Context: an optimization exercise on an open-source flow, tuned for small area and a short achievable clock period. The choices shown serve that exercise and are no tape-out recipe.
Function was checked by simulation only, so behaviour that the tests miss may differ from the original.
Power is estimated from default activity; no workload was simulated.

## flow/design.v

```verilog
module assignment6 (
	output reg [15:0] result1,
	output reg [15:0] result2,
	input wire [7:0] character,
	input wire enable_character,
	input wire clk,
	input wire rst
);
	reg direction;           
	reg [9:0] q;
	reg [3:0] r1, r0;
	reg [3:0] d1, d0;
	function [3:0] nines(input [3:0] x);
		nines = {~(x[3] | x[2] | x[1]), x[2] ^ x[1], x[1], ~x[0]};
	endfunction
	function [3:0] tab10(input [3:0] x, input [39:0] t);
		integer i;
		begin
			tab10 = 4'd0;
			for (i = 0; i < 10; i = i + 1)
				tab10 = tab10 | ({4{x == i}} & t[4 * i +: 4]);
		end
	endfunction
	function [3:0] bcdsub(input [3:0] x, input [3:0] y);
		reg [4:0] t;
		begin
			t = {1'b0, x} - {1'b0, y};
			bcdsub = t[4] ? t[3:0] + 4'd10 : t[3:0];
		end
	endfunction
	function [4:0] bcdadd(input [3:0] x, input [3:0] y, input ci);
		reg [4:0] t;
		begin
			t = {1'b0, x} + {1'b0, y} + {4'd0, ci};
			bcdadd = t > 5'd9 ? {1'b1, t[3:0] + 4'd6} : t;
		end
	endfunction
	wire is_digit = character[7:4] == 4'h3 && (!character[3] || character[2:1] == 2'b00);
	wire is_lr = character == "L" || character == "R";
	wire is_nl = character == 8'h0a;
	wire [3:0] dg = character[3:0];
	wire [3:0] rlo = r0;
	wire [7:0] r = {r1, r0};
	wire [10:0] gt;     
	wire [9:1] tie;     
	assign gt[0] = 1'b1;
	assign gt[1] = q > 10'd65  || (q == 10'd65  && r > 8'h53);
	assign gt[2] = q > 10'd131 || (q == 10'd131 && r > 8'h07);
	assign gt[3] = q > 10'd196 || (q == 10'd196 && r > 8'h60);
	assign gt[4] = q > 10'd262 || (q == 10'd262 && r > 8'h14);
	assign gt[5] = q > 10'd327 || (q == 10'd327 && r >= 8'h68);    
	assign gt[6] = q > 10'd393 || (q == 10'd393 && r > 8'h21);
	assign gt[7] = q > 10'd458 || (q == 10'd458 && r > 8'h75);
	assign gt[8] = q > 10'd524 || (q == 10'd524 && r > 8'h28);
	assign gt[9] = q > 10'd589 || (q == 10'd589 && r > 8'h82);
	assign gt[10] = 1'b0;
	assign tie[1] = q == 10'd65  && r == 8'h53;
	assign tie[2] = q == 10'd131 && r == 8'h07;
	assign tie[3] = q == 10'd196 && r == 8'h60;
	assign tie[4] = q == 10'd262 && r == 8'h14;
	assign tie[5] = 1'b0;
	assign tie[6] = q == 10'd393 && r == 8'h21;
	assign tie[7] = q == 10'd458 && r == 8'h75;
	assign tie[8] = q == 10'd524 && r == 8'h28;
	assign tie[9] = q == 10'd589 && r == 8'h82;
	wire [3:0] dj =
		({4{tie[1]}} & 4'd6) | ({4{tie[2]}} & 4'd2) | ({4{tie[3]}} & 4'd8) |
		({4{tie[4]}} & 4'd4) | ({4{tie[6]}} & 4'd6) | ({4{tie[7]}} & 4'd2) |
		({4{tie[8]}} & 4'd8) | ({4{tie[9]}} & 4'd4);
	wire e = (|tie) && dg >= dj;
	wire [3:0] nr0_j = dg - dj;
	wire [9:0] sel;
	genvar gi;
	generate
		for (gi = 0; gi <= 9; gi = gi + 1) begin : g_sel
			assign sel[gi] = gt[gi] && !gt[gi + 1];
		end
	endgenerate
	wire [9:0] nak =
		({10{sel[0]}} & ~10'd0)   | ({10{sel[1]}} & ~10'd655) | ({10{sel[2]}} & ~10'd286) |
		({10{sel[3]}} & ~10'd942) | ({10{sel[4]}} & ~10'd573) | ({10{sel[5]}} & ~10'd204) |
		({10{sel[6]}} & ~10'd860) | ({10{sel[7]}} & ~10'd491) | ({10{sel[8]}} & ~10'd122) |
		({10{sel[9]}} & ~10'd778);
	wire [3:0] bk1 =
		({4{sel[1]}} & 4'd3) | ({4{sel[2]}} & 4'd7) | ({4{sel[4]}} & 4'd4) |
		({4{sel[5]}} & 4'd8) | ({4{sel[6]}} & 4'd1) | ({4{sel[7]}} & 4'd5) |
		({4{sel[8]}} & 4'd8) | ({4{sel[9]}} & 4'd2);
	wire [3:0] bk0 =
		({4{sel[1]}} & 4'd6) | ({4{sel[2]}} & 4'd2) | ({4{sel[3]}} & 4'd8) |
		({4{sel[4]}} & 4'd4) | ({4{sel[6]}} & 4'd6) | ({4{sel[7]}} & 4'd2) |
		({4{sel[8]}} & 4'd8) | ({4{sel[9]}} & 4'd4);
	wire [9:0] y0m1 = {q[6:0], 3'b000} + {q[8:0], 1'b0} + {6'd0, r1} + nak;
	wire [9:0] y0 = y0m1 + 10'd1;
	wire b0k = dg < bk0;
	wire borrow_k = rlo < bk1 || (rlo == bk1 && b0k);
	wire [9:0] nq_k = borrow_k ? y0m1 : y0;
	wire [3:0] nr0_k = bcdsub(dg, bk0);
	wire [3:0] nr1_k = b0k ? bcdsub(rlo, bk1 + 4'd1) : bcdsub(rlo, bk1);
	wire [9:0] n_q = e ? 10'd0 : nq_k;
	wire [3:0] n_r1 = e ? 4'd0 : nr1_k;
	wire [3:0] n_r0 = e ? nr0_j : nr0_k;
	wire r_gt68 = r > 8'h68;
	wire r_gt36 = r > 8'h36;
	wire ge = gt[5];                                   
	wire flip = q > 10'd327 || (q == 10'd327 && r_gt68);    
	wire nz = q != 10'd0 || r != 8'h00;
	wire neg = direction ? ge : (nz && !flip);
	wire [3:0] f0 = tab10(r0, {4'd7, 4'd8, 4'd9, 4'd0, 4'd1, 4'd2, 4'd3, 4'd4, 4'd5, 4'd6});
	wire r0_gt6 = r0 > 4'd6;
	wire [3:0] f1 = r0_gt6 ? tab10(r1, {4'd3, 4'd4, 4'd5, 4'd6, 4'd7, 4'd8, 4'd9, 4'd0, 4'd1, 4'd2})
	                       : tab10(r1, {4'd4, 4'd5, 4'd6, 4'd7, 4'd8, 4'd9, 4'd0, 4'd1, 4'd2, 4'd3});
	wire [3:0] rm1 = flip ? f1 : r1;
	wire [3:0] rm0 = flip ? f0 : r0;
	wire d_nz = d0 != 4'd0 || d1 != 4'd0;
	wire d0_nz = d0 != 4'd0;
	wire [3:0] md0 = d0_nz ? 4'd10 - d0 : 4'd0;
	wire [3:0] md1 = d0_nz ? nines(d1) : (d1 != 4'd0 ? 4'd10 - d1 : 4'd0);
	wire [3:0] v1 = neg ? d1 : md1;
	wire [3:0] v0 = neg ? d0 : md0;
	wire rm_ge_v = rm1 > v1 || (rm1 == v1 && rm0 >= v0);
	wire nd_zero = rm1 == v1 && rm0 == v0;
	wire hit = d_nz && rm_ge_v;
	wire [3:0] o1 = neg ? nines(rm1) : rm1;
	wire [3:0] o0 = neg ? nines(rm0) : rm0;
	wire [4:0] u0 = bcdadd(d0, o0, neg);
	wire [4:0] u1 = bcdadd(d1, o1, u0[4]);
	wire turn = enable_character && is_nl;
	wire [15:0] res2_next = result2 + {{6{flip}}, q ^ {10{flip}}} + {6'd0, flip ? 10'd655 : 10'd0}
		+ {15'd0, flip && !r_gt36} + {15'd0, hit};
	wire [15:0] res1_next = result1 + 16'd1;
	wire ld_a = rst || (enable_character && !is_lr);
	wire clr_a = rst || !is_digit;
	wire ld_t = rst || turn;
	wire ld_1 = rst || (turn && nd_zero);
	always @(posedge clk) begin
		if (enable_character && is_lr)
			direction <= character[4];    
		if (ld_a) begin
			q <= clr_a ? 10'd0 : n_q;
			r1 <= clr_a ? 4'd0 : n_r1;
			r0 <= clr_a ? 4'd0 : n_r0;
		end
		if (ld_t) begin
			d1 <= rst ? 4'd5 : u1[3:0];
			d0 <= rst ? 4'd0 : u0[3:0];
			result2 <= rst ? 16'd0 : res2_next;
		end
		if (ld_1)
			result1 <= rst ? 16'd0 : res1_next;
	end
endmodule
module aoc_dial_top (
	output wire [15:0] result_part1,
	output wire [15:0] result_part2,
	input wire [7:0] character,
	input wire enable_character,
	input wire clk,
	input wire rst
);
	assignment6 m_dial (result_part1, result_part2, character, enable_character, clk, rst);
endmodule
```

## flow/run.sh

```bash
#!/bin/bash
# synth_recipe.tcl (not shown) runs the flow's synth.tcl, then flattens the netlist and writes it again
# the make line also repeats each setting of config.mk as NAME=value (left out here)
make -C /OpenROAD-flow-scripts/flow DESIGN_CONFIG=/design/flow/config.mk WORK_HOME=/design/flow/orfs CLKGATE_MAP_FILE= SYNTH_SCRIPT=/design/flow/synth_recipe.tcl finish
```

## flow/config.mk

```make
export PLATFORM = sky130hd
export DESIGN_NAME = aoc_dial_top
export DESIGN_NICKNAME = aoc_dial_top
export VERILOG_FILES = /design/flow/design.v
export SDC_FILE = /design/flow/constraint.sdc
export NUM_CORES = 4
export LEC_CHECK = 0
export ABC_AREA = 1
export CAP_MARGIN = 20
export CORE_MARGIN = 2
export CORE_UTILIZATION = 65
export PLACE_DENSITY = 0.75
export SLEW_MARGIN = 20
```

## flow/constraint.sdc

```tcl
create_clock -name core_clock -period 19.0 [get_ports {clk}]
set_input_delay 3.8000 -clock core_clock [delete_from_list [all_inputs] [get_ports {clk}]]
set_output_delay 3.8000 -clock core_clock [all_outputs]
set_load 0.01 [all_outputs]
```

==> flow_summary.json, run 1 <==
{
  "most_frequent_standard_cell_in_the_layout_excluding_fill_and_tap_cells": "sky130_fd_sc_hd__nand2_1",
  "drv.max_cap_violation_count": 0,
  "via_count": 7059,
  "sequential_cell_area_sq_mm": 0.00177,
  "syn-instance-count": 1039,
  "syn_area_per_cell_sq_um": 7.37,
  "crit_path_max_fanout": 7,
  "crit_path_top_delay_cell": "sky130_fd_sc_hd__clkdlybuf4s50_1",
  "placementRows": 39,
  "grt_first_pass_wirelength_microns": 31900,
  "post_synthesis_net_count": 1149,
  "dr.pass1.iters": 7,
  "vias_in_the_first_global_route": 6798,
  "finalHoldViolCount": 0,
  "via_per_inst": 5.77,
  "insertedDiodeCount": 0,
  "most_numerous_cell_on_the_critical_path": "sky130_fd_sc_hd__nand2_1",
  "synthDominantCellAreaShare_pct": 23.1,
  "report.final.setup_viol": 0,
  "timing.critical_path.to_type": "flip-flop",
  "remaining_drc_errors": 0,
  "dieWidth_microns": 113,
  "min-delay-path-class": "flip-flop to flip-flop",
  "root_buffer": "sky130_fd_sc_hd__clkbuf_16",
  "chipHeight_microns": 113,
  "dp.final_hpwl_microns": 14700,
  "worstSetupStartpointType": "input port",
  "area_of_the_multi_input_gates_sq_mm": 0.00503,
  "final.min_clock_period_ns": 6.66,
  "io_pins": 43,
  "max_stage_delay_ns": 0.63,
  "floorplan.die_area_sq_mm": 0.0127,
  "cp.arrival_ns": 6.77,
  "cts_bufs_inserted": 9,
  "synth_enable_flop_cells": 59,
  "postRouteWirelength_microns": 18800,
  "layout.filler_cells": 974,
  "register_bit_total_from_synthesis": 59,
  "postSynth.asyncResetShare_pct": 0,
  "most-common-layout-cells": "sky130_fd_sc_hd__nand2_1 (181), sky130_fd_sc_hd__inv_1 (161), sky130_fd_sc_hd__nor2_1 (100)",
  "gp_congestion": 1.03,
  "p_per_area_mw_per_mm2": 102,
  "fp.coreArea_sq_mm": 0.0115,
  "post_route_cells_drive_above_1_share_pct": 10.8,
  "crit_required_ns": 19.11,
  "grt_max_degree": 33,
  "grt_util_all_layers_pct": 30.9,
  "netlist_area_sq_mm": 0.00766,
  "num-nets-final": 1185,
  "ctsHoldBuffers": 0,
  "clock_tree.htree_level_count": 3,
  "antenna_violations_before_repair": 0,
  "ys.warnings.count": 1,
  "routed_wl_per_cell_microns": 15.4,
  "worstSkewPairLatency_ns": 0.35,
  "antenna_violating_nets_left": 0,
  "synth_top_cells_by_area": "sky130_fd_sc_hd__edfxtp_1 (23%), sky130_fd_sc_hd__ha_1 (13%), sky130_fd_sc_hd__nand2_1 (8.9%), sky130_fd_sc_hd__inv_1 (7.9%), sky130_fd_sc_hd__a21oi_1 (5.4%)",
  "clock_sink_count": 59,
  "area.growth.synth_to_final_pct": 9.93,
  "layout_worst_path_cycle_share_pct": 35.0,
  "clock_path_buffers": 2,
  "max_freq_mhz": 150,
  "timing.setup.tns_ns": 0,
  "clk_pin_slew_worst_paths_ns": 0.06,
  "setup_repair_after_global_routing_missed_its_margin": "no",
  "cts_resized": 0,
  "final-max-slew-violation-count": 0,
  "cp_cell_sequence": "clkdlybuf4s50_1 -> inv_1 -> fa_1 -> fa_1 -> nand4_1 -> nand2_2 -> nor2_2 -> nand2_1 -> nor3_2 -> nand2_1 -> nor2_1 -> nand2_1 -> nand2_1 -> nand2_1 -> nor2_1 -> nor2_2",
  "synthFlopType": "sky130_fd_sc_hd__edfxtp_1",
  "synthDominantAreaCellType": "sky130_fd_sc_hd__edfxtp_1",
  "vdd.ir_drop.worst_mv": 0.155,
  "cts_tree": "done",
  "gr_ovfl_total": 0,
  "post-route-util_pct": 73.4,
  "io_buffers": 42,
  "slew-limit-headroom_pct": 34.1,
  "power.leakage_nw": 3.92,
  "skew_ns": 0.00859,
  "synth_seq_area_share_pct": 23.1,
  "design_power_total_uw": 861,
  "ys_types": 60,
  "postCtsSetupRepairBufs": 0,
  "cp_class": "input port to flip-flop",
  "worstMarginPinSlew_ns": 0.987,
  "initial_utilization_pct": 66.8,
  "first_iter_violations": 629,
  "outcome": "timing/DRC/antenna clean"
}
-- cell families (layout without fill, tap and decap cells) --
logic type	count (synthesis)	after routing	synth area share, %
AO/OA/AOI/OAI	194	194	14.6
XOR/XNOR	33	33	3.77
adder cells (fa/ha/maj)	99	99	18.1
buffers and inverters	203	244	11.1
flip-flops	59	59	23.1
multiplexers	1	1	0.147
AND/OR/NAND/NOR	450	450	29.0
-- Yosys cell counts, drive strengths merged, types with 2 or more instances --
master     n
a21boi     3
clkbuf     4
nand4     24
o2111ai    3
o41ai      2
nor3b      2
o22ai      3
nand3     54
nand3b     2
o21ai     69
nor4      15
o21a       7
nand2    199
nor3      27
a211oi     3
a31oi      3
xor2      24
inv      184
ha        79
a41oi      2
nor2     119
fa        20
or2        6
o21bai     2
a21oi     86
edfxtp    59
buf       15
xnor2      9
o211ai     4
o311ai     3
-- sequential cells by signal (all words and copies together) (netlist names) --
| signal | count |
|---|---|
| m_dial.d0 | 4 |
| m_dial.d1 | 4 |
| m_dial.direction | 1 |
| m_dial.q | 10 |
| m_dial.r0 | 4 |
| m_dial.r1 | 4 |
| m_dial.result1 | 16 |
| m_dial.result2 | 16 |
-- final cells by class --
type | instances | area share [%]
Clock buffer | 11 | 2.76
Multi-Input combinational cell | 777 | 59.8
Timing Repair Buffer | 44 | 5.17
Inverter | 184 | 8.35
Tap cell | 143 | 2.13
Sequential cell | 59 | 21.0
Clock inverter | 5 | 0.758
-- through the flow --
stage | hold slack, ns | worst slack [ns] | area, sq um | instances
after detailed placement | 0.611 | 11.99 | 8120 | 1207
after global routing | 0.674 | 12.06 | 8420 | 1223
final | 0.629 | 12.34 | 8420 | 1223
after floorplan | 0.648 | 12.82 | 7660 | 1039
after global placement | 0.620 | 12.08 | 8120 | 1207
after CTS | 0.642 | 12.36 | 8420 | 1223
-- critical path, delay by kind of cell --
| kind | cells | cell delay [ns] |
|---|---|---|
| adders and majority gates | 2 | 0.94 |
| and+or+nand+nor | 12 | 1.25 |
| buffers and inverters | 2 | 0.76 |
-- routing by layer --
layer	global-route usage [%]	vias up	part of all wire, %
met1	43.2	3208	46
met4	10.2	0	2.3
met5	0	-	0
met2	49.3	244	45
li1	-	3556	-
met3	4.97	51	6.4
-- path summary, 6_finish.rpt --
check,startpoint,endpoint,slack (ns),depth (start not counted)
worst max-delay path,character[2],m_dial.q[9],12.34,16
worst min-delay path,m_dial.result1[15],m_dial.result1[15],0.63,2
worst max register to register,m_dial.r0[1],m_dial.d1[2],12.84,32
worst min register to register,m_dial.result1[15],m_dial.result1[15],0.63,2
-- where the power goes --
part / switching, mW / internal [mW] / total [mW]
sequential: 0.0264 / 0.175 / 0.201
clock: 0.0654 / 0.102 / 0.168
combinational: 0.297 / 0.195 / 0.492
total: 0.389 / 0.472 / 0.861
==> run 2, diff against run 1 <==
--- a/flow/config.mk
+++ b/flow/config.mk
@@ -8,6 +8,5 @@
 export ABC_AREA = 1
 export CAP_MARGIN = 20
 export CORE_MARGIN = 2
-export CORE_UTILIZATION = 65
-export PLACE_DENSITY = 0.75
+export CORE_UTILIZATION = 40
 export SLEW_MARGIN = 20
==> run 2 against run 1 <==
Still clean on timing, DRC and antenna. Flip-flop and latch count did not move. Maximum frequency increased by 0.47%. Combinational power about the same. Sequential share of layout area decreased by 0.29 points. Worst setup slack improved by 0.031 ns.
==> flow_summary.json, run 2 <==
{
  "final.min_clock_period_ns": 6.63,
  "worstMarginPinSlew_ns": 0.773,
  "synth_commonest_cells": "sky130_fd_sc_hd__nand2_1 (181), sky130_fd_sc_hd__inv_1 (161), sky130_fd_sc_hd__nor2_1 (100), sky130_fd_sc_hd__a21oi_1 (83), sky130_fd_sc_hd__ha_1 (79)",
  "outcome": "timing/DRC/antenna clean",
  "crit_path_max_fanout": 7,
  "report.final.setup_viol": 0,
  "antenna_violating_nets_left": 0,
  "area.growth.synth_to_final_pct": 11.5,
  "setup_repair_after_global_routing_missed_its_margin": "no",
  "skew_ns": 0.00756,
  "synth_seq_area_share_pct": 23.1,
  "synth.most_common_cell": "sky130_fd_sc_hd__nand2_1",
  "cts_tree": "done",
  "first_iter_violations": 442,
  "initial_utilization_pct": 40.8,
  "synth_top_cells_by_area": "sky130_fd_sc_hd__edfxtp_1 (23%), sky130_fd_sc_hd__ha_1 (13%), sky130_fd_sc_hd__nand2_1 (8.9%), sky130_fd_sc_hd__inv_1 (7.9%), sky130_fd_sc_hd__a21oi_1 (5.4%)",
  "dr.pass1.iters": 6,
  "placementRows": 50,
  "post-route-util_pct": 45.5,
  "crit_required_ns": 19.09,
  "most-common-layout-cells": "sky130_fd_sc_hd__nand2_1 (181), sky130_fd_sc_hd__inv_1 (161), sky130_fd_sc_hd__nor2_1 (100)",
  "crit_path_top_delay_cell": "sky130_fd_sc_hd__clkdlybuf4s50_1",
  "syn_area_per_cell_sq_um": 7.37,
  "grt_util_all_layers_pct": 19.9,
  "worstSetupStartpointType": "input port",
  "io_pins": 43,
  "cts_bufs_inserted": 9,
  "netlist_area_sq_mm": 0.00766,
  "antenna_violations_before_repair": 0,
  "max_stage_delay_ns": 0.65,
  "power.leakage_nw": 3.92,
  "vias_in_the_first_global_route": 6532,
  "register_bit_total_from_synthesis": 59,
  "insertedDiodeCount": 0,
  "timing.setup.tns_ns": 0,
  "synth_enable_flop_cells": 59,
  "synthFlopType": "sky130_fd_sc_hd__edfxtp_1",
  "io_buffers": 42,
  "postRouteWirelength_microns": 19400,
  "clock_tree.htree_level_count": 3,
  "post_route_cells_drive_above_1_share_pct": 10.8,
  "ctsHoldBuffers": 0,
  "vdd.ir_drop.worst_mv": 0.0469,
  "most_frequent_standard_cell_in_the_layout_excluding_fill_and_tap_cells": "sky130_fd_sc_hd__nand2_1",
  "placed_cells": 1300,
  "num-nets-final": 1187,
  "clk_pin_slew_worst_paths_ns": 0.06,
  "layout_worst_path_cycle_share_pct": 34.9,
  "grt_max_degree": 25,
  "final-max-slew-violation-count": 0,
  "dieWidth_microns": 142,
  "cp.arrival_ns": 6.72,
  "chipHeight_microns": 142,
  "layout.cells.non_filler": 1316,
  "gr_ovfl_total": 0,
  "synthDominantCellAreaShare_pct": 23.1,
  "routed_wl_per_cell_microns": 14.8,
  "postCtsSetupRepairBufs": 0,
  "cp_class": "input port to flip-flop",
  "clock_path_buffers": 2,
  "ys.warnings.count": 1,
  "worstSkewPairLatency_ns": 0.34,
  "gp_congestion": 0.935,
  "via_count": 6851,
  "cp_cell_sequence": "clkdlybuf4s50_1 -> inv_1 -> fa_1 -> fa_1 -> nand4_1 -> nand2_2 -> nor3_2 -> nand2_1 -> nor2_1 -> inv_1 -> nor3_2 -> nand2_1 -> o21ai_0 -> a21oi_1",
  "grt_first_pass_wirelength_microns": 32500,
  "remaining_drc_errors": 0,
  "cts_resized": 0,
  "finalHoldViolCount": 0,
  "timing.critical_path.to_type": "flip-flop",
  "p_per_area_mw_per_mm2": 100,
  "slew-limit-headroom_pct": 47.8,
  "clock_sink_count": 59,
  "dp.final_hpwl_microns": 15400,
  "via_per_inst": 5.21,
  "min-delay-path-class": "flip-flop to flip-flop",
  "fp.coreArea_sq_mm": 0.0188,
  "floorplan.die_area_sq_mm": 0.0203,
  "crit_buf_inv": 3,
  "reg_top3": "m_dial.result1: 16 flops, m_dial.result2: 16 flops, m_dial.q: 10 flops",
  "finalInstanceArea_sq_mm": 0.00854,
  "critical_path.top_delay_family": "adder cells",
  "synthDominantAreaCellType": "sky130_fd_sc_hd__edfxtp_1",
  "max_freq_mhz": 151,
  "post_synthesis_net_count": 1149,
  "ys_types": 60,
  "root_buffer": "sky130_fd_sc_hd__clkbuf_16",
  "syn-instance-count": 1039,
  "postSynth.asyncResetShare_pct": 0,
  "detailed_place.area_sq_mm": 0.00825,
  "drv.max_cap_violation_count": 0
}
[run 2: where the power goes]
| group | switching, mW | internal (mW) | leakage (nW) |
|---|---|---|---|
| Sequential | 0.0269 | 0.175 | 0.613 |
| Combinational | 0.295 | 0.195 | 3.18 |
| Clock | 0.0641 | 0.100 | 0.131 |
[run 2: per-layer routing]
metal / up-vias / part of all wire [%] / track usage, % / wire, microns
met3: 28 / 4.5 / 3.26 / 865
met4: 0 / 1.5 / 4.59 / 293
met2: 160 / 45 / 32.4 / 8810
met1: 3108 / 49 / 27.7 / 9450
li1: 3555 / - / - / -
met5: - / 0 / 0 / 0
[run 2: logic make-up after synthesis]
kind of cell             count (synthesis)  share of synthesized area [%]
AND/OR/NAND/NOR                        450                           29.0
multiplexers                             1                          0.147
adder cells (fa/ha/maj)                 99                           18.1
AO/OA/AOI/OAI                          194                           14.6
flip-flops                              59                           23.1
buffers and inverters                  203                           11.1
XOR/XNOR                                33                           3.77
[run 2: path summary, 6_finish.rpt]
| path | endpoint | from | cells past startpoint | slack (ns) |
|---|---|---|---|---|
| worst max-delay path | m_dial.q[8] | character[2] | 14 | 12.37 |
| worst max register to register | m_dial.d1[2] | m_dial.r0[1] | 32 | 13.00 |
| worst min-delay path | m_dial.result1[14] | m_dial.result1[14] | 1 | 0.63 |
| worst min register to register | m_dial.result1[14] | m_dial.result1[14] | 1 | 0.63 |
[run 2: stage by stage]
step	worst slack (ns)	power (mW)	hold WS (ns)
2_1_floorplan	12.82	0.577	0.648
3_3_place_gp	12.05	0.688	0.622
3_5_place_dp	12.03	0.693	0.623
4_1_cts	12.38	0.864	0.632
5_1_grt	12.10	0.945	0.653
6_report	12.37	0.856	0.630
[run 2: worst reg2reg max path, delay by kind of cell, from the launching register on]
family | cells | cell delay, ns
flops | 1 | 0.58
compound gates | 5 | 0.75
buf+inv | 7 | 0.77
xor+xnor | 2 | 0.58
fa+ha+maj | 5 | 1.60
simple gates | 13 | 1.48
[run 2: area by class of cell]
type,instances,area [sq um]
sequential,59,1770
timing repair buffer,46,450
multi-input combinational,777,5030
clock inverter,6,56.3
tap,234,293
clock buffer,10,229
fill,1916,10200
inverter,184,703
==> run 3, diff against run 2 <==
==> flow/flow/run.sh (new file) <==
#!/bin/bash
# Standard layout, with plain buffers on the ports instead of the delay
# buffers buffer_ports picks by default.
set -e
export BUFFER_PORTS_ARGS="-buffer_cell sky130_fd_sc_hd__buf_2"
cat standard.sh > standard_sh_copy.log
bash standard.sh > standard.log 2>&1
==> flow/standard.sh (new file) <==
#!/bin/bash
# synth_recipe.tcl (not shown) runs the flow's synth.tcl, then flattens the netlist and writes it again
# the make line also repeats each setting of config.mk as NAME=value (left out here)
make -C /OpenROAD-flow-scripts/flow DESIGN_CONFIG=/design/flow/config.mk WORK_HOME=/design/flow/orfs CLKGATE_MAP_FILE= SYNTH_SCRIPT=/design/flow/synth_recipe.tcl "${@:-finish}"
removed: flow/run.sh
==> run 3 against run 2 <==
Still clean. Maximum frequency increased by 7.2%. Cell count decreased by 0.15%. Routed wire length increased by 1.0%. Clock skew increased by 0.0054 ns. Worst hold slack got worse by 0.0081 ns. Critical endpoint is now m_dial.q[9].
==> flow_summary.json, run 3 <==
{
  "outcome": "timing/DRC/antenna clean",
  "clock_tree.htree_level_count": 3,
  "setup_repair_after_global_routing_missed_its_margin": "no",
  "first_iter_violations": 497,
  "cts_bufs_inserted": 9,
  "ys.warnings.count": 1,
  "area.growth.synth_to_final_pct": 8.91,
  "floorplan.die_area_sq_mm": 0.0203,
  "dieWidth_microns": 142,
  "postCtsSetupRepairBufs": 0,
  "setup_ws_ns": 12.82,
  "report.final.setup_viol": 0,
  "fp.coreArea_sq_mm": 0.0188,
  "root_buffer": "sky130_fd_sc_hd__clkbuf_16",
  "final-max-slew-violation-count": 0,
  "skew_ns": 0.0130,
  "slew-limit-headroom_pct": 42.7,
  "reg_top3": "m_dial.result1: 16 flops, m_dial.result2: 16 flops, m_dial.q: 10 flops",
  "cts_resized": 0,
  "antenna_violations_before_repair": 0,
  "synth_seq_area_share_pct": 23.1,
  "worstSetupStartpointType": "input port",
  "initial_utilization_pct": 40.8,
  "p_per_area_mw_per_mm2": 103,
  "grt_util_all_layers_pct": 20.0,
  "placementRows": 50,
  "finalHoldViolCount": 0,
  "crit_required_ns": 19.10,
  "timing.setup.tns_ns": 0,
  "depth_of_the_most_critical_reg_to_reg_path": 31,
  "ys_types": 60,
  "gr_ovfl_total": 0,
  "ctsHoldBuffers": 0,
  "worstMarginPinSlew_ns": 0.848,
  "netlist_area_sq_mm": 0.00766,
  "cp.arrival_ns": 6.27,
  "grt_max_degree": 27,
  "gp_congestion": 0.986,
  "via_count": 6872,
  "synthFlopType": "sky130_fd_sc_hd__edfxtp_1",
  "worst_flop_to_flop_path_startpoint": "m_dial.q[2]",
  "dr.pass1.iters": 5,
  "finalInstanceArea_sq_mm": 0.00834,
  "cts_tree": "done",
  "num-nets-final": 1186,
  "clock_path_buffers": 2,
  "most-common-layout-cells": "sky130_fd_sc_hd__nand2_1 (181), sky130_fd_sc_hd__inv_1 (161), sky130_fd_sc_hd__nor2_1 (100)",
  "grt_first_pass_wirelength_microns": 32200,
  "crit_path_max_fanout": 7,
  "power.leakage_nw": 3.95,
  "most_frequent_standard_cell_in_the_layout_excluding_fill_and_tap_cells": "sky130_fd_sc_hd__nand2_1",
  "synth.most_common_cell": "sky130_fd_sc_hd__nand2_1",
  "synth_enable_flop_cells": 59,
  "clk_pin_slew_worst_paths_ns": 0.06,
  "dp.final_hpwl_microns": 15600,
  "register_bit_total_from_synthesis": 59,
  "post_synthesis_net_count": 1149,
  "vias_in_the_first_global_route": 6504,
  "vdd.ir_drop.worst_mv": 0.0471,
  "hold_path_startpoint": "m_dial.result1[14]",
  "layout.cells.non_filler": 1314,
  "io_pins": 43,
  "whs_path_depth": 1,
  "synthDominantAreaCellType": "sky130_fd_sc_hd__edfxtp_1",
  "hold-path-endpoint": "m_dial.result1[14]",
  "remaining_drc_errors": 0,
  "syn-instance-count": 1039,
  "insertedDiodeCount": 0,
  "pre_cts_slack_ns": 12.46,
  "synth_top_cells_by_area": "sky130_fd_sc_hd__edfxtp_1 (23%), sky130_fd_sc_hd__ha_1 (13%), sky130_fd_sc_hd__nand2_1 (8.9%), sky130_fd_sc_hd__inv_1 (7.9%), sky130_fd_sc_hd__a21oi_1 (5.4%)",
  "worstSkewPairLatency_ns": 0.35,
  "cp_class": "input port to flip-flop",
  "drv.max_cap_violation_count": 0,
  "synth_commonest_cells": "sky130_fd_sc_hd__nand2_1 (181), sky130_fd_sc_hd__inv_1 (161), sky130_fd_sc_hd__nor2_1 (100), sky130_fd_sc_hd__a21oi_1 (83), sky130_fd_sc_hd__ha_1 (79)",
  "final.min_clock_period_ns": 6.18,
  "chipHeight_microns": 142,
  "timing.critical_path.to_type": "flip-flop",
  "via_per_inst": 5.23,
  "rrSetupSlack_ns": 12.98,
  "routed_wl_per_cell_microns": 14.9,
  "synthDominantCellAreaShare_pct": 23.1,
  "postSynth.asyncResetShare_pct": 0,
  "layout.filler_cells": 1934,
  "layout_worst_path_cycle_share_pct": 32.5,
  "io_buffers": 42,
  "antenna_violating_nets_left": 0,
  "detailed_place.area_sq_mm": 0.00803,
  "placed_cells": 1299,
  "critical_path_launch_point": "character[1]",
  "post_route_cells_drive_above_1_share_pct": 14.8,
  "postRouteWirelength_microns": 19600,
  "critical_path.reg2reg.endpoint": "m_dial.d1[2]",
  "min-delay-path-class": "flip-flop to flip-flop",
  "sequential_cell_area_sq_mm": 0.00177,
  "clock_sink_count": 59,
  "max_freq_mhz": 162,
  "final.hold.worst_slack_ns": 0.621,
  "syn_area_per_cell_sq_um": 7.37,
  "area_of_the_multi_input_gates_sq_mm": 0.00503
}
==> run 3: cell count changes in the layout (fill, tap and decap cells not counted), sizes merged <==
cell,delta
buf,+41
bufinv,+1
clkbuf,-1
clkdlybuf4s50,-42
clkinvlp,-1
==> run 3: area by class of cell <==
class,count,share of cell area (%)
multi-input combinational,777,60.3
sequential,59,21.2
inverter,184,8.43
tap,234,3.51
timing repair buffer,45,2.79
clock buffer,9,2.70
clock inverter,6,0.975
==> run 3: metrics by stage <==
step	util [%]	power, mW
floorplan	-	0.577
global placement	42.8	0.676
detailed placement	42.8	0.681
CTS	44.4	0.865
global route	44.4	0.951
finish	44.4	0.859
==> run 3: how the worst max path moves through the flow <==
stage / slack, ns / end / cells past startpoint
2_1_floorplan: 12.82 / m_dial.q[9] / 16
3_3_place_gp: 12.50 / m_dial.q[9] / 17
3_5_place_dp: 12.46 / m_dial.q[8] / 15
4_1_cts: 12.81 / m_dial.q[8] / 15
5_1_grt: 12.37 / m_dial.d1[2] / 33
6_report: 12.82 / m_dial.q[9] / 17
==> run 3: per-layer routing <==
metal	GRT usage, %	vias up	share of wire, %
met5	0	-	0
li1	-	3569	-
met3	2.49	26	3.7
met1	28.7	3138	50
met4	6.51	0	2.1
met2	31.2	139	44
==> run 3: where the power goes <==
| part | switching, mW | internal (mW) | leakage [nW] |
|---|---|---|---|
| clock network | 0.0649 | 0.113 | 0.149 |
| logic | 0.296 | 0.184 | 3.19 |
| registers | 0.0262 | 0.175 | 0.613 |
| total | 0.387 | 0.472 | 3.95 |
==> run 3: logic make-up after synthesis <==
| logic type | share of synthesized area, % |
|---|---|
| and+or+nand+nor | 29.0 |
| buffers and inverters | 11.1 |
| AOI/OAI and AO/OA | 14.6 |
| adders and majority gates | 18.1 |
| DFF | 23.1 |
| xor gates and xnor gates | 3.77 |
| muxes | 0.147 |
==> run 3: critical path: stages <==
cell                      delay (ns)
sky130_fd_sc_hd__buf_2          0.09
sky130_fd_sc_hd__inv_1          0.07
sky130_fd_sc_hd__ha_1           0.23
sky130_fd_sc_hd__fa_1           0.38
sky130_fd_sc_hd__fa_1           0.49
sky130_fd_sc_hd__nand4_1        0.17
sky130_fd_sc_hd__nand2_2        0.12
sky130_fd_sc_hd__nor2_2         0.12
sky130_fd_sc_hd__nand2_1        0.09
sky130_fd_sc_hd__nor3_2         0.14
sky130_fd_sc_hd__nand2_1        0.11
sky130_fd_sc_hd__nor2_1         0.13
sky130_fd_sc_hd__nand2_1        0.06
sky130_fd_sc_hd__nand2_1        0.05
sky130_fd_sc_hd__nand2_1        0.06
sky130_fd_sc_hd__nor2_1         0.11
sky130_fd_sc_hd__nor2_2         0.05
==> run 4, diff against run 3 <==
==> flow/flow/run.sh (replaced) <==
#!/bin/bash
# Standard layout, with plain buffers on the ports instead of the delay
# buffers buffer_ports picks by default, and timing repair that aims past
# the clock period (the constraints themselves are unchanged).
set -e
export BUFFER_PORTS_ARGS="-buffer_cell sky130_fd_sc_hd__buf_2"
export SETUP_SLACK_MARGIN=13
bash standard.sh > standard.log 2>&1
==> run 4 against run 3 <==
Final area increased by 5.5%. Synthesized cell count unchanged. Critical path type unchanged. Core utilization increased by 2.4 points. Routed wire length increased by 3.5%. Flip-flop and latch count unchanged. Sequential share of layout area decreased by 1.1 points. Die area unchanged. Critical endpoint unchanged. Still clean on timing, DRC and antenna. Worst setup slack improved by 0.28 ns. Total power increased by 4.6%. Critical path depth unchanged. Via count increased by 3.3%. Largest power group unchanged.
==> flow_summary.json, run 4 <==
{
  "final.min_clock_period_ns": 5.90,
  "clock_tree.htree_level_count": 3,
  "vdd.ir_drop.worst_mv": 0.0418,
  "synth_seq_area_share_pct": 23.1,
  "slew-limit-headroom_pct": 52.0,
  "crit_buf_inv": 2,
  "grt_max_degree": 33,
  "crit_required_ns": 19.11,
  "initial_utilization_pct": 40.8,
  "worstSkewPairLatency_ns": 0.35,
  "drv.max_cap_violation_count": 0,
  "ys.warnings.count": 1,
  "synth_enable_flop_cells": 59,
  "grt_util_all_layers_pct": 20.2,
  "globalRouteMet1Util_pct": 28.1,
  "whs_path_depth": 1,
  "antenna_violating_nets_left": 0,
  "max_stage_delay_ns": 0.39,
  "insertedDiodeCount": 0,
  "finalHoldViolCount": 0,
  "post_synthesis_net_count": 1149,
  "critical_path_launch_point": "character[1]",
  "clk_pin_slew_worst_paths_ns": 0.06,
  "chipHeight_microns": 142,
  "remaining_drc_errors": 0,
  "power.leakage_nw": 4.20,
  "cp.arrival_ns": 6.00,
  "netlist_area_sq_mm": 0.00766,
  "max_freq_mhz": 170,
  "clock_sink_count": 59,
  "synthDominantCellAreaShare_pct": 23.1,
  "worstMarginPinSlew_ns": 0.710,
  "postSynth.asyncResetShare_pct": 0,
  "final-max-slew-violation-count": 0,
  "io_buffers": 42,
  "synthDominantAreaCellType": "sky130_fd_sc_hd__edfxtp_1",
  "num-nets-final": 1228,
  "floorplan.die_area_sq_mm": 0.0203,
  "io_pins": 43,
  "global_route.usage.met3_pct": 2.49,
  "grt.busiest_layer": "met2",
  "outcome": "timing/DRC/antenna clean",
  "synth_top_cells_by_area": "sky130_fd_sc_hd__edfxtp_1 (23%), sky130_fd_sc_hd__ha_1 (13%), sky130_fd_sc_hd__nand2_1 (8.9%), sky130_fd_sc_hd__inv_1 (7.9%), sky130_fd_sc_hd__a21oi_1 (5.4%)",
  "postRouteWirelength_microns": 20300,
  "timing.critical_path.to_type": "flip-flop",
  "grt_first_pass_wirelength_microns": 32800,
  "worst_flop_to_flop_path_startpoint": "m_dial.r1[3]",
  "via_count": 7099,
  "cp_cell_sequence": "buf_4 -> inv_12 -> ha_4 -> fa_2 -> fa_2 -> nand4_1 -> nand2_4 -> nor2_4 -> nand2_2 -> nor3_4 -> nand2_2 -> nor2_2 -> nand2_1 -> nand2_1 -> nand2_2 -> nor2_2 -> nor2_2",
  "most-common-layout-cells": "sky130_fd_sc_hd__nand2_1 (178), sky130_fd_sc_hd__inv_1 (160), sky130_fd_sc_hd__nor2_1 (97)",
  "clock_path_buffers": 2,
  "crit_cells": 17,
  "setup_repair_after_global_routing_missed_its_margin": "no",
  "reg_top3": "m_dial.result1: 16 flops, m_dial.result2: 16 flops, m_dial.q: 10 flops",
  "report.final.setup_viol": 0,
  "cp_class": "input port to flip-flop",
  "synthFlopType": "sky130_fd_sc_hd__edfxtp_1",
  "crit_path_top_delay_cell": "sky130_fd_sc_hd__fa_2",
  "synth_commonest_cells": "sky130_fd_sc_hd__nand2_1 (181), sky130_fd_sc_hd__inv_1 (161), sky130_fd_sc_hd__nor2_1 (100), sky130_fd_sc_hd__a21oi_1 (83), sky130_fd_sc_hd__ha_1 (79)",
  "dr.pass1.iters": 5,
  "hold_path_startpoint": "m_dial.result1[14]",
  "pre_cts_slack_ns": 12.53,
  "register_bit_total_from_synthesis": 59,
  "setup_ws_ns": 13.10,
  "gr_ovfl_total": 0,
  "dieWidth_microns": 142,
  "area.growth.synth_to_final_pct": 14.9,
  "cts_tree": "done",
  "skew_ns": 0.0116,
  "root_buffer": "sky130_fd_sc_hd__clkbuf_16",
  "worstSetupStartpointType": "input port",
  "p_per_area_mw_per_mm2": 102,
  "crit_path_max_fanout": 6,
  "first_iter_violations": 577,
  "via_per_inst": 5.23,
  "ctsHoldBuffers": 0,
  "min-delay-path-class": "flip-flop to flip-flop",
  "ys_types": 60,
  "gr-usage-met2_pct": 33.2,
  "synth.most_common_cell": "sky130_fd_sc_hd__nand2_1",
  "critical_path.top_delay_family": "simple AND/OR/NAND/NOR gates",
  "gp_congestion": 0.963,
  "routed_wl_per_cell_microns": 15.0,
  "most_frequent_standard_cell_in_the_layout_excluding_fill_and_tap_cells": "sky130_fd_sc_hd__nand2_1",
  "depth_of_the_most_critical_reg_to_reg_path": 33,
  "post_route_cells_drive_above_1_share_pct": 19.1,
  "cts_bufs_inserted": 9,
  "vias_in_the_first_global_route": 6567,
  "fp.coreArea_sq_mm": 0.0188,
  "syn-instance-count": 1039,
  "syn_area_per_cell_sq_um": 7.37,
  "timing.setup.tns_ns": 0,
  "final.hold.worst_slack_ns": 0.621,
  "layout_worst_path_cycle_share_pct": 31.0,
  "antenna_violations_before_repair": 0,
  "placementRows": 50,
  "dp.final_hpwl_microns": 15600
}
==> run 4: cells by family after synthesis <==
kind of cell	synth area share (%)
xor gates and xnor gates	3.77
muxes	0.147
adders and majority gates	18.1
buffers and inverters	11.1
AOI/OAI and AO/OA	14.6
and+or+nand+nor	29.0
DFF	23.1
==> run 4: metal layers <==
metal  vias to the layer above  part of all wire [%]
li1                       3643                     -
met1                      3237                    48
met2                       193                    46
met3                        26                   4.3
met4                         0                   1.9
met5                         -                     0
==> run 4: metrics by stage <==
stage / cells / total power, mW / cell area (sq um) / util, %
after CTS: 1319 / 0.880 / 8430 / 44.9
after global routing: 1357 / 0.987 / 8790 / 46.9
final: 1357 / 0.898 / 8790 / 46.9
after floorplan: 1039 / 0.579 / 7690 / -
after global placement: 1299 / 0.677 / 8060 / 43.0
after detailed placement: 1299 / 0.681 / 8060 / 43.0
==> run 4: worst paths after layout <==
check | slack, ns | end
setup reg to reg | 13.47 | m_dial.d1[2]
hold reg to reg | 0.62 | m_dial.result1[14]
hold / removal | 0.62 | m_dial.result1[14]
setup / recovery | 13.10 | m_dial.q[9]
==> run 4: final cells by class <==
cell class | instances | area, sq um
fill | 1911 | 9970
multi-input combinational | 778 | 5130
sequential | 59 | 1770
inverter | 184 | 726
timing repair buffer | 86 | 546
tap | 234 | 293
clock buffer | 10 | 229
clock inverter | 6 | 104
==> run 4: power breakdown <==
part	total (mW)	switching, mW	internal (mW)	leakage (nW)
Clock	0.191	0.0641	0.127	0.164
Combinational	0.509	0.309	0.200	3.42
Sequential	0.198	0.0233	0.175	0.613
==> run 4: timing repair <==
item	in CTS	in global routing
endpoints found under the setup margin	4	5
buffers inserted	4	37
gates resized for setup	1	20
pin swaps	1	11
cloned	0	1
==> run 5, diff against run 4 <==
--- a/flow/design.v
+++ b/flow/design.v
@@ -33,6 +33,28 @@
 		begin
 			t = {1'b0, x} + {1'b0, y} + {4'd0, ci};
 			bcdadd = t > 5'd9 ? {1'b1, t[3:0] + 4'd6} : t;
+		end
+	endfunction
+	function [10:0] skadd10(input [9:0] a, input [9:0] b, input ci);
+		reg [9:0] g, p, gg, pp;
+		reg [10:0] c;
+		integer i, l, j;
+		begin
+			g = a & b;
+			p = a ^ b;
+			gg = g;
+			pp = p;
+			for (l = 0; l < 4; l = l + 1)
+				for (i = 0; i < 10; i = i + 1)
+					if ((i >> l) & 1) begin
+						j = ((i >> (l + 1)) << (l + 1)) + (1 << l) - 1;
+						gg[i] = gg[i] | (pp[i] & gg[j]);
+						pp[i] = pp[i] & pp[j];
+					end
+			c[0] = ci;
+			for (i = 1; i <= 10; i = i + 1)
+				c[i] = gg[i - 1] | (pp[i - 1] & ci);
+			skadd10 = {c[10], p ^ c[9:0]};
 		end
 	endfunction
 	wire is_digit = character[7:4] == 4'h3 && (!character[3] || character[2:1] == 2'b00);
@@ -125,8 +147,15 @@
 	wire [4:0] u0 = bcdadd(d0, o0, neg);
 	wire [4:0] u1 = bcdadd(d1, o1, u0[4]);
 	wire turn = enable_character && is_nl;
-	wire [15:0] res2_next = result2 + {{6{flip}}, q ^ {10{flip}}} + {6'd0, flip ? 10'd655 : 10'd0}
-		+ {15'd0, flip && !r_gt36} + {15'd0, hit};
+	wire [9:0] xa = result2[9:0];
+	wire [9:0] xb = q ^ {10{flip}};
+	wire [9:0] xc = {10{flip}} & 10'd655;
+	wire [9:0] cs_s = xa ^ xb ^ xc;
+	wire [10:0] cs_c = {(xa & xb) | (xa & xc) | (xb & xc), flip && !r_gt36};
+	wire [10:0] lo = skadd10(cs_s, cs_c[9:0], hit);
+	wire up = lo[10] ^ cs_c[10] ^ flip;
+	wire [5:0] hi_inc = result2[15:10] + 6'd1;
+	wire [15:0] res2_next = {up ? hi_inc : result2[15:10], lo[9:0]};
 	wire [15:0] res1_next = result1 + 16'd1;
 	wire ld_a = rst || (enable_character && !is_lr);
 	wire clr_a = rst || !is_digit;
==> flow/flow/run.sh (replaced) <==
#!/bin/bash
# Standard layout, with plain buffers on the ports instead of the delay
# buffers buffer_ports picks by default.
set -e
export BUFFER_PORTS_ARGS="-buffer_cell sky130_fd_sc_hd__buf_2"
bash standard.sh > standard.log 2>&1
==> run 5 against run 4 <==
Critical endpoint unchanged. Largest cell class unchanged. Worst hold slack improved by 0.0015 ns. Count of clock-buffer cells in the layout increased by 1. Clock power decreased by 15%. Synthesized area decreased by 9.0%. Routed wire length decreased by 9.3%.
==> flow_summary.json, run 5 <==
{
  "synth_seq_area_share_pct": 25.4,
  "chipHeight_microns": 136,
  "worstSkewPairLatency_ns": 0.33,
  "drv.max_cap_violation_count": 0,
  "synth_commonest_cells": "sky130_fd_sc_hd__inv_1 (179), sky130_fd_sc_hd__nand2_1 (163), sky130_fd_sc_hd__nor2_1 (117), sky130_fd_sc_hd__a21oi_1 (73), sky130_fd_sc_hd__ha_1 (72)",
  "num-nets-final": 1115,
  "globalRouteMet1Util_pct": 30.7,
  "io_buffers": 42,
  "most-common-layout-cells": "sky130_fd_sc_hd__inv_1 (179), sky130_fd_sc_hd__nand2_1 (163), sky130_fd_sc_hd__nor2_1 (117)",
  "synth_enable_flop_cells": 59,
  "antenna_violating_nets_left": 0,
  "timing.setup.tns_ns": 0,
  "register_bit_total_from_synthesis": 59,
  "first_iter_violations": 543,
  "remaining_drc_errors": 0,
  "gr-usage-met2_pct": 33.0,
  "min-delay-path-class": "flip-flop to flip-flop",
  "ctsHoldBuffers": 0,
  "crit_buf_inv": 3,
  "most_numerous_cell_on_the_critical_path": "sky130_fd_sc_hd__nand2_1",
  "setup_repair_after_global_routing_missed_its_margin": "no",
  "postRouteWirelength_microns": 18400,
  "final.min_clock_period_ns": 6.23,
  "placementRows": 48,
  "via_count": 6499,
  "dr.pass1.iters": 7,
  "floorplan.die_area_sq_mm": 0.0185,
  "final-max-slew-violation-count": 0,
  "slew-limit-headroom_pct": 39.9,
  "grt_util_all_layers_pct": 21.2,
  "cts_bufs_inserted": 9,
  "synth_compound_gate_area_share_pct": 15.1,
  "initial_utilization_pct": 40.6,
  "insertedDiodeCount": 0,
  "synth.most_common_cell": "sky130_fd_sc_hd__inv_1",
  "report.final.setup_viol": 0,
  "mux_cell_area_share_after_synthesis_pct": 0.162,
  "antenna_violations_before_repair": 0,
  "critical_path.top_delay_family": "adder cells",
  "cts_tree": "done",
  "layout_worst_path_cycle_share_pct": 32.8,
  "synth_top_cells_by_area": "sky130_fd_sc_hd__edfxtp_1 (25%), sky130_fd_sc_hd__ha_1 (13%), sky130_fd_sc_hd__inv_1 (9.6%), sky130_fd_sc_hd__nand2_1 (8.8%), sky130_fd_sc_hd__nor2_1 (6.3%)",
  "synth-simple-area-share_pct": 25.1,
  "max_stage_delay_ns": 0.50,
  "io_pins": 43,
  "fp.coreArea_sq_mm": 0.0172,
  "cp_cell_sequence": "buf_2 -> inv_1 -> ha_1 -> fa_1 -> fa_1 -> nand4_1 -> nand2_1 -> inv_1 -> nand2_1 -> nor2_1 -> nand2_1 -> nor2_1 -> nand2_1 -> xor2_1 -> nand3_1 -> nand2_1 -> nor2_1",
  "vdd.ir_drop.worst_mv": 0.0538,
  "outcome": "timing/DRC/antenna clean",
  "clk_pin_slew_worst_paths_ns": 0.06,
  "power.leakage_nw": 3.77,
  "xor_and_xnor_fraction_of_the_mapped_netlist_area_pct": 4.76,
  "vias_in_the_first_global_route": 6218,
  "worstSetupStartpointType": "input port",
  "clock_path_buffers": 2,
  "cp_class": "input port to flip-flop",
  "routed_wl_per_cell_microns": 14.8,
  "via_per_inst": 5.23,
  "cts_resized": 0,
  "grt_first_pass_wirelength_microns": 31100,
  "gr_ovfl_total": 0,
  "grt.busiest_layer": "met2",
  "dp.final_hpwl_microns": 14800,
  "finalHoldViolCount": 0,
  "postSynth.asyncResetShare_pct": 0,
  "syn-instance-count": 972,
  "clock_tree.htree_level_count": 3,
  "postCtsSetupRepairBufs": 0,
  "max_freq_mhz": 160,
  "area.growth.synth_to_final_pct": 10.4,
  "cp.arrival_ns": 6.32,
  "synthFlopType": "sky130_fd_sc_hd__edfxtp_1",
  "post_synthesis_net_count": 1074,
  "crit_path_top_delay_cell": "sky130_fd_sc_hd__fa_1",
  "ys.warnings.count": 1,
  "reg_top3": "m_dial.result1: 16 flops, m_dial.result2: 16 flops, m_dial.q: 10 flops",
  "dieWidth_microns": 136,
  "p_per_area_mw_per_mm2": 106,
  "timing.critical_path.to_type": "flip-flop",
  "final.hold.worst_slack_ns": 0.622,
  "most_frequent_standard_cell_in_the_layout_excluding_fill_and_tap_cells": "sky130_fd_sc_hd__inv_1",
  "clock_sink_count": 59,
  "grt_max_degree": 29,
  "post_route_cells_drive_above_1_share_pct": 8.45,
  "syn_area_per_cell_sq_um": 7.17,
  "skew_ns": 0.00941,
  "worstMarginPinSlew_ns": 0.900,
  "crit_path_max_fanout": 7,
  "dominant_combinational_cell_family_by_area_after_synthesis": "simple AND/OR/NAND/NOR gates",
  "crit_required_ns": 19.09,
  "global_route.usage.met3_pct": 2.54,
  "post_synth_fa_ha_maj_area_fraction_pct": 18.4,
  "synthDominantAreaCellType": "sky130_fd_sc_hd__edfxtp_1",
  "ys_types": 55,
  "gp_congestion": 0.991,
  "root_buffer": "sky130_fd_sc_hd__clkbuf_16",
  "netlist_area_sq_mm": 0.00697,
  "synthDominantCellAreaShare_pct": 25.4
}
-- run 5: cell types whose count changed in the layout (fill, tap and decap cells not counted), moves of 10 or more --
| cell | previous run | this run |
|---|---|---|
| sky130_fd_sc_hd__a21oi_1 | 83 | 73 |
| sky130_fd_sc_hd__buf_4 | 45 | 2 |
| sky130_fd_sc_hd__inv_1 | 160 | 179 |
| sky130_fd_sc_hd__inv_2 | 18 | 5 |
| sky130_fd_sc_hd__nand2_1 | 178 | 163 |
| sky130_fd_sc_hd__nand2_2 | 15 | 5 |
| sky130_fd_sc_hd__nor2_1 | 97 | 117 |
| sky130_fd_sc_hd__nor3_1 | 17 | 28 |
-- run 5: area by class of cell --
class / instances / area (sq um)
fill: 1837 / 9480
multi-input combinational: 714 / 4440
timing repair buffer: 44 / 225
inverter: 185 / 694
sequential: 59 / 1770
clock inverter: 5 / 53.8
clock buffer: 11 / 233
tap: 225 / 282
-- run 5: layer usage --
metal	share of wire, %	wire length, microns	vias up
met5	0	0	-
met4	2.0	369	0
met3	4.9	901	27
met2	45	8210	166
met1	49	8940	2976
li1	-	-	3330
-- run 5: tightest hold or removal path, cell delays in order (launching register included) --
cell and delay (ns):
sky130_fd_sc_hd__edfxtp_1 0.35, sky130_fd_sc_hd__xnor2_1 0.09, sky130_fd_sc_hd__nor2_1 0.07
-- run 5: cell families (layout without fill, tap and decap cells) --
kind of cell | count (synthesis) | after routing
AOI/OAI and AO/OA | 182 | 182
xor gates and xnor gates | 37 | 37
adders and majority gates | 91 | 91
buffers and inverters | 199 | 245
DFF | 59 | 59
muxes | 1 | 1
and+or+nand+nor | 403 | 403
-- run 5: power breakdown --
group	switching (mW)	leakage, nW	internal (mW)
clock	0.0615	0.143	0.101
sequential	0.0241	0.614	0.172
combinational	0.283	3.01	0.177
-- run 5: final timing paths --
path / slack (ns) / to / start / depth (start not counted)
max: 12.77 / m_dial.q[9] / character[1] / 17
min reg2reg: 0.62 / m_dial.result2[15] / m_dial.result2[15] / 2
min: 0.62 / m_dial.result2[15] / m_dial.result2[15] / 2
max reg2reg: 12.87 / m_dial.d1[2] / m_dial.q[3] / 30
-- run 5: per-stage QoR --
stage	cell area (sq um)	util [%]	instances	total power, mW	setup WS [ns]
2_1_floorplan	6970	-	972	0.549	12.66
3_3_place_gp	7410	43.1	1227	0.647	12.50
3_5_place_dp	7410	43.1	1227	0.654	12.45
4_1_cts	7700	44.8	1243	0.821	12.77
5_1_grt	7700	44.8	1243	0.911	12.15
6_report	7700	44.8	1243	0.818	12.77
==> run 6, diff against run 5 <==
--- a/flow/config.mk
+++ b/flow/config.mk
@@ -9,4 +9,5 @@
 export CAP_MARGIN = 20
 export CORE_MARGIN = 2
 export CORE_UTILIZATION = 40
+export CTS_BUF_LIST = sky130_fd_sc_hd__clkbuf_4
 export SLEW_MARGIN = 20
==> run 6 against run 5 <==
Count of clock-buffer cells in the layout unchanged. Clock skew increased by 0.0038 ns. Register-to-register slack about the same. Synthesized area unchanged. Worst setup slack improved by 0.10 ns. Via count decreased by 0.31%. Routed wire length about the same. Sequential share of layout area increased by 0.44 points. Sequential power about the same. Still clean. Maximum frequency increased by 1.7%. Global-route usage increased by 0.085 points. Die area unchanged.
==> flow_summary.json, run 6 <==
{
  "p_per_area_mw_per_mm2": 99.4,
  "cp_class": "flip-flop to flip-flop",
  "setup_ws_ns": 12.87,
  "min-delay-path-class": "flip-flop to flip-flop",
  "dieWidth_microns": 136,
  "crit_required_ns": 19.16,
  "ys.warnings.count": 1,
  "crit_path_top_delay_cell": "sky130_fd_sc_hd__edfxtp_1",
  "detailed_place.area_sq_mm": 0.00741,
  "power.leakage_nw": 3.70,
  "final-max-slew-violation-count": 0,
  "worst_flop_to_flop_path_startpoint": "m_dial.r0[1]",
  "most_numerous_cell_on_the_critical_path": "sky130_fd_sc_hd__inv_1",
  "chipHeight_microns": 136,
  "synth_top_cells_by_area": "sky130_fd_sc_hd__edfxtp_1 (25%), sky130_fd_sc_hd__ha_1 (13%), sky130_fd_sc_hd__inv_1 (9.6%), sky130_fd_sc_hd__nand2_1 (8.8%), sky130_fd_sc_hd__nor2_1 (6.3%)",
  "grt_max_degree": 29,
  "gr_ovfl_total": 0,
  "max_freq_mhz": 163,
  "postRouteWirelength_microns": 18400,
  "synth_enable_flop_cells": 59,
  "layout_worst_path_cycle_share_pct": 32.2,
  "worstSetupEndpoint": "m_dial.d1[2]",
  "post_synthesis_net_count": 1074,
  "most-common-layout-cells": "sky130_fd_sc_hd__inv_1 (179), sky130_fd_sc_hd__nand2_1 (163), sky130_fd_sc_hd__nor2_1 (117)",
  "cp.arrival_ns": 6.29,
  "synth_seq_area_share_pct": 25.4,
  "grt_first_pass_wirelength_microns": 31100,
  "critical_path_launch_point": "m_dial.r0[1]",
  "crit_path_max_fanout": 16,
  "timing.critical_path.to_type": "flip-flop",
  "setup_repair_after_global_routing_missed_its_margin": "no",
  "io_buffers": 42,
  "root_buffer": "sky130_fd_sc_hd__clkbuf_4",
  "syn_area_per_cell_sq_um": 7.17,
  "synth_commonest_cells": "sky130_fd_sc_hd__inv_1 (179), sky130_fd_sc_hd__nand2_1 (163), sky130_fd_sc_hd__nor2_1 (117), sky130_fd_sc_hd__a21oi_1 (73), sky130_fd_sc_hd__ha_1 (72)",
  "post-route-util_pct": 44.0,
  "drv.max_cap_violation_count": 0,
  "syn-instance-count": 972,
  "worstMarginPinSlew_ns": 0.889,
  "fp.coreArea_sq_mm": 0.0172,
  "dr.pass1.iters": 6,
  "post_route_cells_drive_above_1_share_pct": 8.64,
  "cts_tree": "done",
  "io_pins": 43,
  "rrSetupSlack_ns": 12.87,
  "clock_sink_count": 59,
  "worstSkewPairLatency_ns": 0.43,
  "gp_congestion": 0.991,
  "synth.most_common_cell": "sky130_fd_sc_hd__inv_1",
  "finalHoldViolCount": 0,
  "depth_of_the_most_critical_reg_to_reg_path": 31,
  "finalInstanceArea_sq_mm": 0.00755,
  "postCtsSetupRepairBufs": 0,
  "clock_path_buffers": 2,
  "synthDominantAreaCellType": "sky130_fd_sc_hd__edfxtp_1",
  "max_stage_delay_ns": 0.56,
  "skew_ns": 0.0132,
  "reg_top3": "m_dial.result1: 16 flops, m_dial.result2: 16 flops, m_dial.q: 10 flops",
  "synthFlopType": "sky130_fd_sc_hd__edfxtp_1",
  "grt_util_all_layers_pct": 21.3,
  "remaining_drc_errors": 0,
  "report.final.setup_viol": 0,
  "netlist_area_sq_mm": 0.00697,
  "slew-limit-headroom_pct": 40.1,
  "vias_in_the_first_global_route": 6225,
  "antenna_violations_before_repair": 1,
  "layout.cells.non_filler": 1245,
  "vdd.ir_drop.worst_mv": 0.0464,
  "hold_path_startpoint": "m_dial.result2[15]",
  "clock_tree.htree_level_count": 3,
  "placed_cells": 1227,
  "final.min_clock_period_ns": 6.13,
  "routed_wl_per_cell_microns": 14.8,
  "worstSetupStartpointType": "flip-flop",
  "ctsHoldBuffers": 0,
  "via_per_inst": 5.20,
  "cts_resized": 0,
  "area.growth.synth_to_final_pct": 8.33,
  "critical_path.reg2reg.endpoint": "m_dial.d1[2]",
  "initial_utilization_pct": 40.6,
  "register_bit_total_from_synthesis": 59,
  "num-nets-final": 1115,
  "most_frequent_standard_cell_in_the_layout_excluding_fill_and_tap_cells": "sky130_fd_sc_hd__inv_1",
  "floorplan.die_area_sq_mm": 0.0185,
  "postSynth.asyncResetShare_pct": 0,
  "first_iter_violations": 565,
  "placementRows": 48,
  "clk_pin_slew_worst_paths_ns": 0.11,
  "via_count": 6479,
  "outcome": "timing/DRC/antenna clean",
  "cts_bufs_inserted": 9,
  "pre_cts_slack_ns": 12.45,
  "timing.setup.tns_ns": 0,
  "ys_types": 55,
  "antenna_violating_nets_left": 0,
  "synthDominantCellAreaShare_pct": 25.4,
  "dp.final_hpwl_microns": 14800
}
==> run 6: how the worst min path moves through the flow <==
stage,endpoint,slack (ns),cells past startpoint
6_report,m_dial.result2[15],0.64,2
3_5_place_dp,m_dial.result2[15],0.61,2
4_1_cts,m_dial.result2[15],0.64,2
5_1_grt,m_dial.result1[0],0.68,1
3_3_place_gp,m_dial.result1[15],0.60,2
2_1_floorplan,m_dial.result2[10],0.65,1
==> run 6: layout make-up <==
class	instances	area (sq um)
clock buffer	11	82.6
antenna	2	5.00
multi-input combinational	714	4440
clock inverter	5	53.8
tap	225	282
inverter	185	694
sequential	59	1770
fill	1860	9630
timing repair buffer	44	225
==> run 6: cell families (layout without fill, tap and decap cells) <==
| group | after synthesis | count (layout) | share of synthesized area (%) |
|---|---|---|---|
| adder cells (fa/ha/maj) | 91 | 91 | 18.4 |
| XOR/XNOR | 37 | 37 | 4.76 |
| multiplexers | 1 | 1 | 0.162 |
| buffers and inverters | 199 | 245 | 11.0 |
| AO/OA/AOI/OAI | 182 | 182 | 15.1 |
| other | 0 | 2 | 0 |
| flip-flops | 59 | 59 | 25.4 |
| AND/OR/NAND/NOR | 403 | 403 | 25.1 |
==> run 6: layer usage <==
layer	vias to the layer above	track usage [%]	wire length, microns
li1	3325	-	-
met1	2935	30.5	8930
met2	188	32.8	8140
met3	31	3.58	952
met4	0	6.31	410
met5	-	0	0
==> run 6: worst max-delay path, delay by kind of cell, from the launching register on <==
kind	cells	cell delay, ns
AND/OR/NAND/NOR	11	1.24
buffers and inverters	8	1.04
adder cells (fa/ha/maj)	5	1.66
XOR/XNOR	2	0.47
AO/OA/AOI/OAI	5	0.87
flip-flops	1	0.56
==> run 6: stage by stage <==
stage,total power [mW],hold slack [ns]
floorplan,0.549,0.648
detailed placement,0.654,0.609
CTS,0.754,0.640
global placement,0.647,0.597
finish,0.751,0.638
global route,0.845,0.679
==> run 6: power by group <==
part / switching [mW] / internal (mW)
clock network: 0.0531 / 0.0427
registers: 0.0241 / 0.172
logic: 0.282 / 0.177
total: 0.360 / 0.391
==> run 7, diff against run 6 <==
==> flow/flow/run.sh (replaced) <==
#!/bin/bash
# Standard layout, with plain buffers on the ports instead of the delay
# buffers buffer_ports picks by default, and a clock tree of small buffers
# without dummy loads.
set -e
export BUFFER_PORTS_ARGS="-buffer_cell sky130_fd_sc_hd__buf_2"
export CTS_ARGS="-sink_clustering_enable -repair_clock_nets -buf_list sky130_fd_sc_hd__clkbuf_8 -dont_use_dummy_load"
bash standard.sh > standard.log 2>&1
--- a/flow/config.mk
+++ b/flow/config.mk
@@ -9,5 +9,4 @@
 export CAP_MARGIN = 20
 export CORE_MARGIN = 2
 export CORE_UTILIZATION = 40
-export CTS_BUF_LIST = sky130_fd_sc_hd__clkbuf_4
 export SLEW_MARGIN = 20
==> run 7 against run 6 <==
Still clean. Clock power decreased by 5.8%. Sequential share of layout area increased by 0.055 points. Via count increased by 0.34%. Clock skew increased by 0.0022 ns. Synthesized area unchanged. Register-to-register slack about the same. Worst setup slack got worse by 0.090 ns. Non-clock buffer count unchanged. Combinational power about the same. Final area decreased by 0.23%. First-iteration DRC count decreased by 6.9%. Critical path type is now input port to flip-flop. Largest cell class unchanged.
==> flow_summary.json, run 7 <==
{
  "postRouteWirelength_microns": 18400,
  "clock_tree.htree_level_count": 3,
  "first_iter_violations": 526,
  "crit_buf_inv": 3,
  "net_switching_share_of_the_total_power_pct": 47.6,
  "dr.pass1.iters": 5,
  "switchingPower_uw": 355,
  "depth_of_the_most_critical_reg_to_reg_path": 30,
  "max_freq_mhz": 161,
  "seq_power_share_pct": 26.3,
  "most_numerous_cell_on_the_critical_path": "sky130_fd_sc_hd__nand2_1",
  "netlist_area_sq_mm": 0.00697,
  "vdd.ir_drop.worst_mv": 0.0505,
  "layout_worst_path_cycle_share_pct": 32.7,
  "critical_path.top_delay_family": "adder cells",
  "syn_area_per_cell_sq_um": 7.17,
  "register_bit_total_from_synthesis": 59,
  "reg_top3": "m_dial.result1: 16 flops, m_dial.result2: 16 flops, m_dial.q: 10 flops",
  "area.growth.synth_to_final_pct": 8.08,
  "timing.setup.tns_ns": 0,
  "insertedDiodeCount": 0,
  "dieWidth_microns": 136,
  "postCtsSetupRepairBufs": 0,
  "worstMarginPinSlew_ns": 0.903,
  "chipHeight_microns": 136,
  "sequential_cell_area_sq_mm": 0.00177,
  "fp.coreArea_sq_mm": 0.0172,
  "synth_top_cells_by_area": "sky130_fd_sc_hd__edfxtp_1 (25%), sky130_fd_sc_hd__ha_1 (13%), sky130_fd_sc_hd__inv_1 (9.6%), sky130_fd_sc_hd__nand2_1 (8.8%), sky130_fd_sc_hd__nor2_1 (6.3%)",
  "detailed_place.area_sq_mm": 0.00741,
  "syn-instance-count": 972,
  "crit_path_top_delay_cell": "sky130_fd_sc_hd__fa_1",
  "report.final.setup_viol": 0,
  "clock_path_buffers": 2,
  "most-common-layout-cells": "sky130_fd_sc_hd__inv_1 (179), sky130_fd_sc_hd__nand2_1 (163), sky130_fd_sc_hd__nor2_1 (117)",
  "synth_seq_area_share_pct": 25.4,
  "antenna_violations_before_repair": 0,
  "placed_cells": 1227,
  "crit_required_ns": 19.10,
  "remaining_drc_errors": 0,
  "clk_pin_slew_worst_paths_ns": 0.07,
  "ctsHoldBuffers": 0,
  "clock_sink_count": 59,
  "gp_congestion": 0.991,
  "synthDominantCellAreaShare_pct": 25.4,
  "crit_cells": 17,
  "layout.filler_cells": 1856,
  "most_frequent_standard_cell_in_the_layout_excluding_fill_and_tap_cells": "sky130_fd_sc_hd__inv_1",
  "cp.arrival_ns": 6.31,
  "cts_tree": "done",
  "synthFlopType": "sky130_fd_sc_hd__edfxtp_1",
  "comb_power_share_pct": 61.6,
  "synth_commonest_cells": "sky130_fd_sc_hd__inv_1 (179), sky130_fd_sc_hd__nand2_1 (163), sky130_fd_sc_hd__nor2_1 (117), sky130_fd_sc_hd__a21oi_1 (73), sky130_fd_sc_hd__ha_1 (72)",
  "setup_repair_after_global_routing_missed_its_margin": "no",
  "grt_util_all_layers_pct": 21.2,
  "antenna_violating_nets_left": 0,
  "post_synthesis_net_count": 1074,
  "grt_max_degree": 29,
  "placementRows": 48,
  "crit_path_max_fanout": 7,
  "synthDominantAreaCellType": "sky130_fd_sc_hd__edfxtp_1",
  "rrSetupSlack_ns": 12.88,
  "vias_in_the_first_global_route": 6222,
  "root_buffer": "sky130_fd_sc_hd__clkbuf_8",
  "max_stage_delay_ns": 0.50,
  "final.min_clock_period_ns": 6.22,
  "via_count": 6501,
  "whs_path_depth": 2,
  "layout.cells.non_filler": 1236,
  "outcome": "timing/DRC/antenna clean",
  "drv.max_cap_violation_count": 0,
  "gr_ovfl_total": 0
}
==> run 7: cell counts after synthesis <==
No cell type changed its count.
==> run 7: tightest hold or removal path: stages (launching register included) <==
cell and delay, ns:
sky130_fd_sc_hd__edfxtp_1 0.36, sky130_fd_sc_hd__xnor2_1 0.09, sky130_fd_sc_hd__nor2_1 0.08
==> run 7: power by group through the flow <==
stage / clock network [mW] / logic (mW) / registers, mW
finish: 0.0902 / 0.459 / 0.196
CTS: 0.0933 / 0.460 / 0.196
floorplan: 0 / 0.355 / 0.193
detailed placement: 0 / 0.456 / 0.199
global placement: 0 / 0.448 / 0.199
global route: 0.0982 / 0.540 / 0.200
==> run 7: metal layers <==
layer	global-route usage, %	vias to the layer above	part of all wire (%)
li1	-	3322	-
met3	2.76	30	4.2
met1	30.6	2979	49
met2	33.1	170	44
met5	0	-	0
met4	6.25	0	2.3
==> run 7: stage by stage <==
step | util (%) | worst slack, ns | power [mW]
after global routing | 43.9 | 12.16 | 0.838
after CTS | 43.9 | 12.80 | 0.749
final | 43.9 | 12.78 | 0.746
after floorplan | - | 12.66 | 0.549
after detailed placement | 43.1 | 12.45 | 0.654
after global placement | 43.1 | 12.50 | 0.647
==> run 7: path summary, 6_finish.rpt <==
path | to | startpoint
hold reg to reg | m_dial.result2[15] | m_dial.result2[15]
hold / removal | m_dial.result2[15] | m_dial.result2[15]
setup / recovery | m_dial.q[9] | character[1]
setup reg to reg | m_dial.d1[2] | m_dial.q[3]
==> run 7: cell type report <==
| cell class | count | area share (%) |
|---|---|---|
| flip-flops and latches | 59 | 23.5 |
| clock buffers | 9 | 1.64 |
| inverters | 185 | 9.22 |
| repair buffers | 44 | 2.99 |
| multi-input cells | 714 | 58.9 |
| well taps | 225 | 3.74 |
==> run 7: logic make-up after synthesis <==
kind of cell	after synthesis	share of synthesized area, %
adders and majority gates	91	18.4
buffers and inverters	199	11.0
and+or+nand+nor	403	25.1
xor gates and xnor gates	37	4.76
DFF	59	25.4
AOI/OAI and AO/OA	182	15.1
muxes	1	0.162

[afterwards: timing with drivers on the ports]
No port has a modelled driver above. Below, the same layouts with a new extraction and two added sets of constraints. Step 1: set_driving_cell puts a clkbuf_16 on clk and a buf_2 on each other input, an assumption about the parent block. Step 2 also shifts input and output timing later by t, the mid clock arrival at the registers, as if the neighbouring blocks saw the same clock. Three values: ideal, step 1, step 2; two values: the first two.
| run | t, ns | setup WS [ns] |
|---|---|---|
| run 1 | 0.386 | 12.343 / 12.359 / 11.973 |
| run 2 | 0.382 | 12.375 / 12.393 / 12.011 |
| run 3 | 0.389 | 12.821 / 12.845 / 12.456 |
| run 4 | 0.388 | 13.102 / 13.119 / 12.731 |
| run 5 | 0.367 | 12.769 / 12.783 / 12.415 |
| run 6 | 0.460 | 12.873 / 12.873 / 12.433 |
| run 7 | 0.368 | 12.783 / 12.796 / 12.428 |
After both steps every run listed still meets setup and hold.
